What follows belongs to an exercise in optimizing a design on an open flow for small area, a short achievable clock period and few clock cycles per item; a production flow would make more cautious choices. No run shown here included a check of the RTL's function; only the layout flow was run. Power figures rest on the tool's default switching activity, not on a simulated workload.

## flow/design.v (module list and top-level ports; edited modules follow where they fit)
// module fa: 4 lines
// module mmult: 5388 lines
module mmult(
  input  clk,                  
  input  reset_n,              
  input  enable,               
  input  [0:9*8-1] A_mat,      
  input  [0:9*8-1] B_mat,      
  output reg valid,            
  output reg [0:9*17-1] C_mat  
);
  // ...
==> flow/run.sh <==
#!/bin/bash
# synth_recipe.tcl (not shown) runs the flow's synth.tcl, then flattens the netlist and writes it again
# the make line also repeats each setting of config.mk as NAME=value (left out here)
make -C /OpenROAD-flow-scripts/flow DESIGN_CONFIG=/design/flow/config.mk WORK_HOME=/design/flow/orfs CLKGATE_MAP_FILE= SYNTH_SCRIPT=/design/flow/synth_recipe.tcl finish
==> flow/config.mk <==
export PLATFORM = sky130hd
export DESIGN_NAME = mmult
export DESIGN_NICKNAME = mmult
export VERILOG_FILES = /design/flow/design.v
export SDC_FILE = /design/flow/constraint.sdc
export NUM_CORES = 4
export LEC_CHECK = 0
export CAP_MARGIN = 20
export CORE_MARGIN = 2
export CORE_UTILIZATION = 40
export SETUP_SLACK_MARGIN = 3.5
export SLEW_MARGIN = 70
export SYNTH_HIERARCHICAL = 1
==> flow/constraint.sdc <==
create_clock -name core_clock -period 9.0 [get_ports {clk}]
set_input_delay 1.8000 -clock core_clock [delete_from_list [all_inputs] [get_ports {clk}]]
set_output_delay 1.8000 -clock core_clock [all_outputs]
set_load 0.01 [all_outputs]
==> impl_metrics.env, run 1 <==
export IMPL_seq_area_um2=5970
export IMPL_setup_tns_ns=0
export IMPL_seq_cell_count=298
export IMPL_antenna_cells=12
export IMPL_use_met1=0.358
export IMPL_multiInputGateArea_um2=41000
export IMPL_stdcell_area_um2=55200
export IMPL_cpLargestDelayFamily="adder cells"
export IMPL_post_cts_setup_buffers=8
export IMPL_gr_total_overflow=0
export IMPL_fillers=11000
export IMPL_initial_core_util=0.401
export IMPL_num_tap_cells=1612
export IMPL_synth_edf_count=0
export IMPL_synth_top_area_frac=0.631
export IMPL_slew_violations=0
export IMPL_path_cells="fa_1 > fa_1 > inv_1 > ha_4 > or4b_4 > o211ai_1 > buf_2 > a31o_1 > a21oi_2 > xnor2_2 > buf_2"
export IMPL_seqPwrFrac=0.125
export IMPL_drc=0
export IMPL_slowest_stage="fa_1"
export IMPL_fmax_mhz=181
export IMPL_hold_buffers=0
export IMPL_setup_ws_ns=3.46
export IMPL_hold_viol=0
export IMPL_p_leak_nw=19.8
export IMPL_nMultiInputCombCells=3699
export IMPL_tritoncts="yes"
export IMPL_outcome="complete, no violations"
export IMPL_rsz0062_at_grt="yes"
export IMPL_nNonClkBuffers=420
export IMPL_relSlewSlack=0.628
export IMPL_post_route_period_util=0.615
==> run 2, diff against run 1 <==
--- a/flow/config.mk
+++ b/flow/config.mk
@@ -5,6 +5,7 @@
 export SDC_FILE = /design/flow/constraint.sdc
 export NUM_CORES = 4
 export LEC_CHECK = 0
+export ABC_CLOCK_PERIOD_IN_PS = 2000
 export CAP_MARGIN = 20
 export CORE_MARGIN = 2
 export CORE_UTILIZATION = 40
==> impl_metrics.env, run 2 <==
export IMPL_avgRoutedWirePerCell_um=26.6
export IMPL_cts_buffers=41
export IMPL_start_kind="register"
export IMPL_hold_path_class="input pin to register"
export IMPL_hold_ws_ns=1.73
export IMPL_vias=35300
export IMPL_drive_gt1_frac=0.0814
export IMPL_p_leak_nw=19.8
export IMPL_area_growth_syn_to_layout_pct=15.2
export IMPL_core_area_um2=119000
export IMPL_drc=0
export IMPL_final_common_cell="nand2_1"
export IMPL_crit_type="register to output port"
export IMPL_peakVddDrop_v=0.000523
export IMPL_firstDrtPassIters=5
export IMPL_final_setup_viol_count=0
export IMPL_synth_seq_area_share=0.124
export IMPL_htree_levels=2
export IMPL_cp_max_fo=2
export IMPL_netlist_top_cells_area="fa_1 (63%), nand2_1 (14%), dfxtp_1 (12%)"
export IMPL_worst_ep_arrival_time_ns=3.74
export IMPL_track_usage=0.282
export IMPL_p_per_area_nw_per_um2=363
export IMPL_stdcell_area_um2=55200
export IMPL_synth_commonest_cells="nand2_1 (1,760), fa_1 (1,512), dfxtp_1 (298)"
export IMPL_fillers=11000
export IMPL_worst_pin_slew_ns=0.550
export IMPL_post_route_period_util=0.615
export IMPL_outcome="complete, no violations"
export IMPL_synth_ff_type="dfxtp_1"
export IMPL_ys_types=41
export IMPL_fin_crit_ns=5.54
export IMPL_die_y_um=350
export IMPL_ctsLongestPathBuffers=3
export IMPL_synthArstFlopShare=0
export IMPL_finalWirelength_mm=167
export IMPL_rows=127
export IMPL_placed_area_um2=52900
export IMPL_hold_viol=0
export IMPL_ant_nets=0
export IMPL_port_buffers=300
export IMPL_relSlewSlack=0.628
export IMPL_syn_avg_cell_area_um2=10.8
export IMPL_grt_pass1_vias=40900
export IMPL_fmax_mhz=181
export IMPL_cts_root_buf="clkbuf_16"
export IMPL_fp_dieW_um=350
export IMPL_synth_top_area_frac=0.631
export IMPL_gp_congestion=0.880
export IMPL_yosysTopAreaCell="fa_1"
export IMPL_setup_tns_ns=0
export IMPL_syn_num_nets=6181
export IMPL_slew_violations=0
export IMPL_synth_cells=4450
export IMPL_nets=6356
export IMPL_drv_cap=0
export IMPL_synth_seq_cells=298
export IMPL_cts_clk_slew_worst_paths_ns=0.06
export IMPL_tritoncts="yes"
export IMPL_avgViaCountPerCell=5.63
export IMPL_end_kind="output port"
export IMPL_required_ns=7.20
export IMPL_place_hpwl_mm=119
export IMPL_gr_total_overflow=0
export IMPL_yosys_warnings=7
export IMPL_die_area_um2=123000
export IMPL_initial_core_util=0.401
export IMPL_grt_pass1_wl_mm=254
export IMPL_antenna_found_initial=18
export IMPL_io_pins=301
export IMPL_mostFrequentLayoutCells="nand2_1 (1,760), fa_1 (1,490), dfxtp_1 (296)"
export IMPL_grt_max_degree=25
export IMPL_yosys_cell_count_top_type="nand2_1"
export IMPL_synth_edf_count=0
export IMPL_netlist_area_um2=48000
export IMPL_cts_sinks=298
export IMPL_drtIter0Drc=3091
export IMPL_rsz0062_at_grt="yes"
-- run 2: cell counts after synthesis --
Identical to the previous run, type by type.
-- run 2: logic make-up (layout without fill, tap and decap cells) --
kind of cell | after synthesis | count (layout) | share of synthesized area
AO/OA/AOI/OAI | 136 | 136 | 0.0171
XOR/XNOR | 116 | 116 | 0.0212
adder cells (fa/ha/maj) | 1584 | 1584 | 0.650
buffers and inverters | 453 | 658 | 0.0355
flip-flops | 298 | 298 | 0.124
other | 0 | 12 | 0
AND/OR/NAND/NOR | 1863 | 1863 | 0.152
-- run 2: worst max-delay path: stages (launching register included) --
cell and delay [ns]:
dfxtp_1 0.32, fa_1 0.43, fa_1 0.52, inv_1 0.08, ha_4 0.27, or4b_4 0.45
o211ai_1 0.22, buf_2 0.19, a31o_1 0.18, a21oi_2 0.08, xnor2_2 0.21, buf_2 0.18
-- run 2: through the flow --
stage	total power, mW	cells	worst slack (ns)	utilization
finish	20.1	6279	3.46	0.462
global route	22.0	6275	3.39	0.462
CTS	19.9	6256	3.23	0.457
detailed placement	17.6	6175	3.15	0.443
global placement	17.4	6167	3.18	0.438
floorplan	11.0	4450	3.98	-
-- run 2: area by class of cell --
| class | count | area (um^2) | share of cell area |
|---|---|---|---|
| clock buffer | 54 | 1140 | 0.0207 |
| sequential | 298 | 5970 | 0.108 |
| timing repair buffer | 420 | 4210 | 0.0763 |
| multi-input combinational | 3699 | 41000 | 0.742 |
| clock inverter | 19 | 254 | 0.00460 |
| tap | 1612 | 2020 | 0.0365 |
| antenna | 12 | 30.0 | 0.000544 |
| inverter | 165 | 619 | 0.0112 |
-- run 2: where the power goes --
group	switching, mW	internal [mW]	leakage, nW
registers	0.394	2.11	2.51
logic	8.44	7.39	16.6
clock network	0.690	1.04	0.680
total	9.52	10.5	19.8
-- run 2: final timing paths --
kind	startpoint	end	slack, ns	cells after the start
min	enable	valid	1.73	2
max	q5_8_0	C_mat[86]	3.46	11
-- run 2: layer usage --
metal / GRT usage / vias to the layer above / routed length [um]
met5: 0 / - / 88
met4: 0.131 / 14 / 8160
met3: 0.0740 / 533 / 17800
met2: 0.452 / 2350 / 78800
met1: 0.358 / 18800 / 62200
li1: - / 13700 / -
-- run 2: per-module statistics from Yosys (local to each module, per instance) --
module | cells inside | flip-flops and latches
fa | 1 | 0
mmult | 2938 | 298
-- run 2: what timing repair did --
item / 4_1_cts / 5_1_grt
hold buffers: 0 / 0
resized for setup: 139 / 57
pin swaps: 36 / 35
setup buffers: 8 / 1
hold endpoints to repair: 0 / 0
setup endpoints to repair: 53 / 33
==> run 3, diff against run 2 <==
==> flow/flow/run.sh (new file) <==
#!/bin/bash
# Layout flow: the standard ORFS flow (standard.sh, unchanged synthesis),
# except that the port buffers are plain buffers (buf_4) instead of the
# delay-cell buffers buffer_ports picks by default. Every input and output
# port still gets its own buffer. Each step's full output goes to a log here.
set -euo pipefail
export BUFFER_PORTS_ARGS="-buffer_cell sky130_fd_sc_hd__buf_4"
bash standard.sh finish > standard_finish.log 2>&1
==> flow/standard.sh (new file) <==
#!/bin/bash
# synth_recipe.tcl (not shown) runs the flow's synth.tcl, then flattens the netlist and writes it again
# the make line also repeats each setting of config.mk as NAME=value (left out here)
make -C /OpenROAD-flow-scripts/flow DESIGN_CONFIG=/design/flow/config.mk WORK_HOME=/design/flow/orfs CLKGATE_MAP_FILE= SYNTH_SCRIPT=/design/flow/synth_recipe.tcl "${@:-finish}"
--- a/flow/config.mk
+++ b/flow/config.mk
@@ -5,7 +5,6 @@
 export SDC_FILE = /design/flow/constraint.sdc
 export NUM_CORES = 4
 export LEC_CHECK = 0
-export ABC_CLOCK_PERIOD_IN_PS = 2000
 export CAP_MARGIN = 20
 export CORE_MARGIN = 2
 export CORE_UTILIZATION = 40
removed: flow/run.sh
==> impl_metrics.env, run 3 <==
export IMPL_multiInputGateArea_um2=40800
export IMPL_ctsLongestPathBuffers=3
export IMPL_fp_dieW_um=350
export IMPL_stdcell_area_um2=54100
export IMPL_tritoncts="yes"
export IMPL_netlist_area_um2=48000
export IMPL_crit_start="q4_6_0"
export IMPL_ant_nets=0
export IMPL_syn_avg_cell_area_um2=10.8
export IMPL_finalWirelength_mm=169
export IMPL_hold_path_class="input pin to register"
export IMPL_pre_cts_ws_ns=3.61
export IMPL_synth_top_family_by_area="adder cells"
export IMPL_yosysTopAreaCell="fa_1"
export IMPL_place_hpwl_mm=119
export IMPL_fillers=11100
export IMPL_p_per_area_nw_per_um2=369
export IMPL_hold_path_startpoint="enable"
export IMPL_synth_seq_cells=298
export IMPL_netlist_top_cells_area="fa_1 (63%), nand2_1 (14%), dfxtp_1 (12%)"
export IMPL_antenna_found_initial=12
export IMPL_yosys_cell_count_top_type="nand2_1"
export IMPL_synth_top_area_frac=0.631
export IMPL_rows=127
export IMPL_drc=0
export IMPL_required_ns=7.20
export IMPL_synth_cells=4450
export IMPL_synth_seq_area_share=0.124
export IMPL_gr_total_overflow=0
export IMPL_synthMuxAreaShare=0
export IMPL_use_met1=0.369
export IMPL_ys_types=41
export IMPL_synthSimpleGateAreaFrac=0.152
export IMPL_peakVddDrop_v=0.000397
export IMPL_worst_pin_slew_ns=0.486
export IMPL_avgRoutedWirePerCell_um=27.2
export IMPL_synth_compound_area_frac=0.0171
export IMPL_grt_pass1_vias=39800
export IMPL_mostFrequentLayoutCells="nand2_1 (1,760), fa_1 (1,484), dfxtp_1 (296)"
export IMPL_seq_area_um2=5970
export IMPL_slew_violations=0
export IMPL_io_pins=301
export IMPL_avgViaCountPerCell=5.65
export IMPL_htree_levels=2
export IMPL_synth_fa_ha_area_frac=0.650
export IMPL_fin_crit_ns=5.60
export IMPL_final_common_cell="nand2_1"
export IMPL_crit_type="register to output port"
export IMPL_nets=6265
export IMPL_outcome="complete, no violations"
export IMPL_post_route_util=0.453
export IMPL_fmax_mhz=178
export IMPL_cp_max_fo=4
export IMPL_start_kind="register"
export IMPL_drive_gt1_frac=0.111
export IMPL_drv_cap=0
export IMPL_placed_area_um2=51700
export IMPL_yosys_warnings=7
export IMPL_post_route_period_util=0.623
export IMPL_drtIter0Drc=3243
export IMPL_synth_commonest_cells="nand2_1 (1,760), fa_1 (1,512), dfxtp_1 (298)"
export IMPL_die_y_um=350
export IMPL_port_buffers=300
export IMPL_grt_busiest_layer="met2"
export IMPL_die_area_um2=123000
export IMPL_final_setup_viol_count=0
export IMPL_setup_ws_ns=3.40
export IMPL_setup_tns_ns=0
export IMPL_synth_xor_area_frac=0.0212
export IMPL_initial_core_util=0.401
export IMPL_synth_ff_type="dfxtp_1"
export IMPL_core_area_um2=119000
export IMPL_area_growth_syn_to_layout_pct=12.8
export IMPL_firstDrtPassIters=8
export IMPL_grtUsageMet2=0.442
export IMPL_grt_met3_usage=0.0838
export IMPL_vias=35000
export IMPL_gp_congestion=0.890
export IMPL_relSlewSlack=0.676
export IMPL_end_kind="output port"
export IMPL_syn_num_nets=6181
export IMPL_worst_ep_arrival_time_ns=3.80
export IMPL_rsz0062_at_grt="yes"
export IMPL_power_mw=20.0
export IMPL_synth_edf_count=0
export IMPL_cts_root_buf="clkbuf_16"
export IMPL_cts_sinks=298
export IMPL_grt_pass1_wl_mm=254
export IMPL_track_usage=0.283
export IMPL_hold_viol=0
export IMPL_p_leak_nw=19.6
export IMPL_cts_buffers=44
export IMPL_synthArstFlopShare=0
export IMPL_grt_max_degree=25
export IMPL_cts_clk_slew_worst_paths_ns=0.06
-- run 3: changes by cell type in the layout (fill, tap and decap cells not counted), moves of 7 or more --
| cell | delta |
|---|---|
| a31oi_1 | +10 |
| buf_4 | +150 |
| clkdlybuf4s50_1 | -204 |
| dlygate4sd2_1 | -28 |
| nor2_1 | +8 |
| dlymetal6s2s_1 | -7 |
| buf_2 | -9 |
-- run 3: layout make-up --
cell class              count  share of cell area
repair buffers            326              0.0556
inverters                 165              0.0115
multi-input cells        3699               0.754
well taps                1612              0.0373
flip-flops and latches    298               0.110
clock inverters            27             0.00856
clock buffers              54              0.0220
diodes                      9            0.000416
-- run 3: final timing paths --
| kind | end | depth (start not counted) |
|---|---|---|
| worst min-delay path | valid | 2 |
| worst max-delay path | C_mat[69] | 11 |
-- run 3: cells by family after synthesis --
logic type | count (synthesis)
AO/OA/AOI/OAI | 136
AND/OR/NAND/NOR | 1863
adder cells (fa/ha/maj) | 1584
flip-flops | 298
XOR/XNOR | 116
buffers and inverters | 453
-- run 3: metrics by stage --
step	instances	hold slack, ns
after floorplan	4450	1.92
final	6190	1.34
after CTS	6171	1.31
after detailed placement	6087	2.01
after global placement	6074	2.00
after global routing	6190	1.35
-- run 3: critical path, stage by stage, from the launching register on --
cell and delay, ns:
dfxtp_2 0.32, fa_2 0.38, fa_2 0.36, fa_2 0.37, inv_2 0.09, ha_4 0.17
or4b_4 0.48, o311ai_4 0.26, a31o_1 0.20, a21oi_2 0.08, xnor2_2 0.26, buf_4 0.19
-- run 3: report_power, final --
| part | switching [mW] | leakage, nW | internal, mW | total, mW |
|---|---|---|---|---|
| clock | 0.770 | 0.796 | 1.24 | 2.01 |
| sequential | 0.390 | 2.51 | 2.11 | 2.50 |
| combinational | 8.50 | 16.3 | 6.96 | 15.5 |
| total | 9.66 | 19.6 | 10.3 | 20.0 |
-- run 3: Yosys stat by module, one instance, submodules excluded --
module	flops+latches	times used
mmult	298	1
fa	0	1512
-- run 3: per-layer routing --
layer,wire [um],up-vias
met3,20200,449
met1,62300,18600
met2,78100,2435
met4,7930,6
met5,37,-
li1,-,13500
-- run 3: what timing repair did --
action                                  CTS  global route
pin swaps                                24            35
hold buffers                              0             0
resized for setup                        47            33
setup buffers                             3             0
endpoints found under the setup margin   12            14

what the ideal ports hide:
The flow's constraints put no driver on any port. The routed layouts listed below were extracted and timed again, unchanged, in two steps.
Step 1 (the two cells are an assumption about what drives the block):
set clk [get_ports {clk}]
set_driving_cell -lib_cell sky130_fd_sc_hd__clkbuf_16 $clk
set_driving_cell -lib_cell sky130_fd_sc_hd__buf_2 [delete_from_list [all_inputs] $clk]
Step 2 times the ports against the registers' clock, not the clock port: input delays grow and output delays shrink by t, the midpoint of the rising clock arrivals with the driver on.
Three values: no drivers, after step 1, after step 2; two values: the first two.
run	shift t [ns]	setup WS [ns]	hold WS [ns]	worst slew at a driven data input, ns
run 1	0.686	3.463 / 3.390 / 3.082	1.734 / 1.683 / 2.301	0.16
run 2	0.686	3.463 / 3.390 / 3.082	1.734 / 1.683 / 2.301	0.16
run 3	0.720	3.396 / 3.319 / 3.573	1.342 / 1.292 / 2.012	0.15
After both steps setup and hold are still met in every run listed.
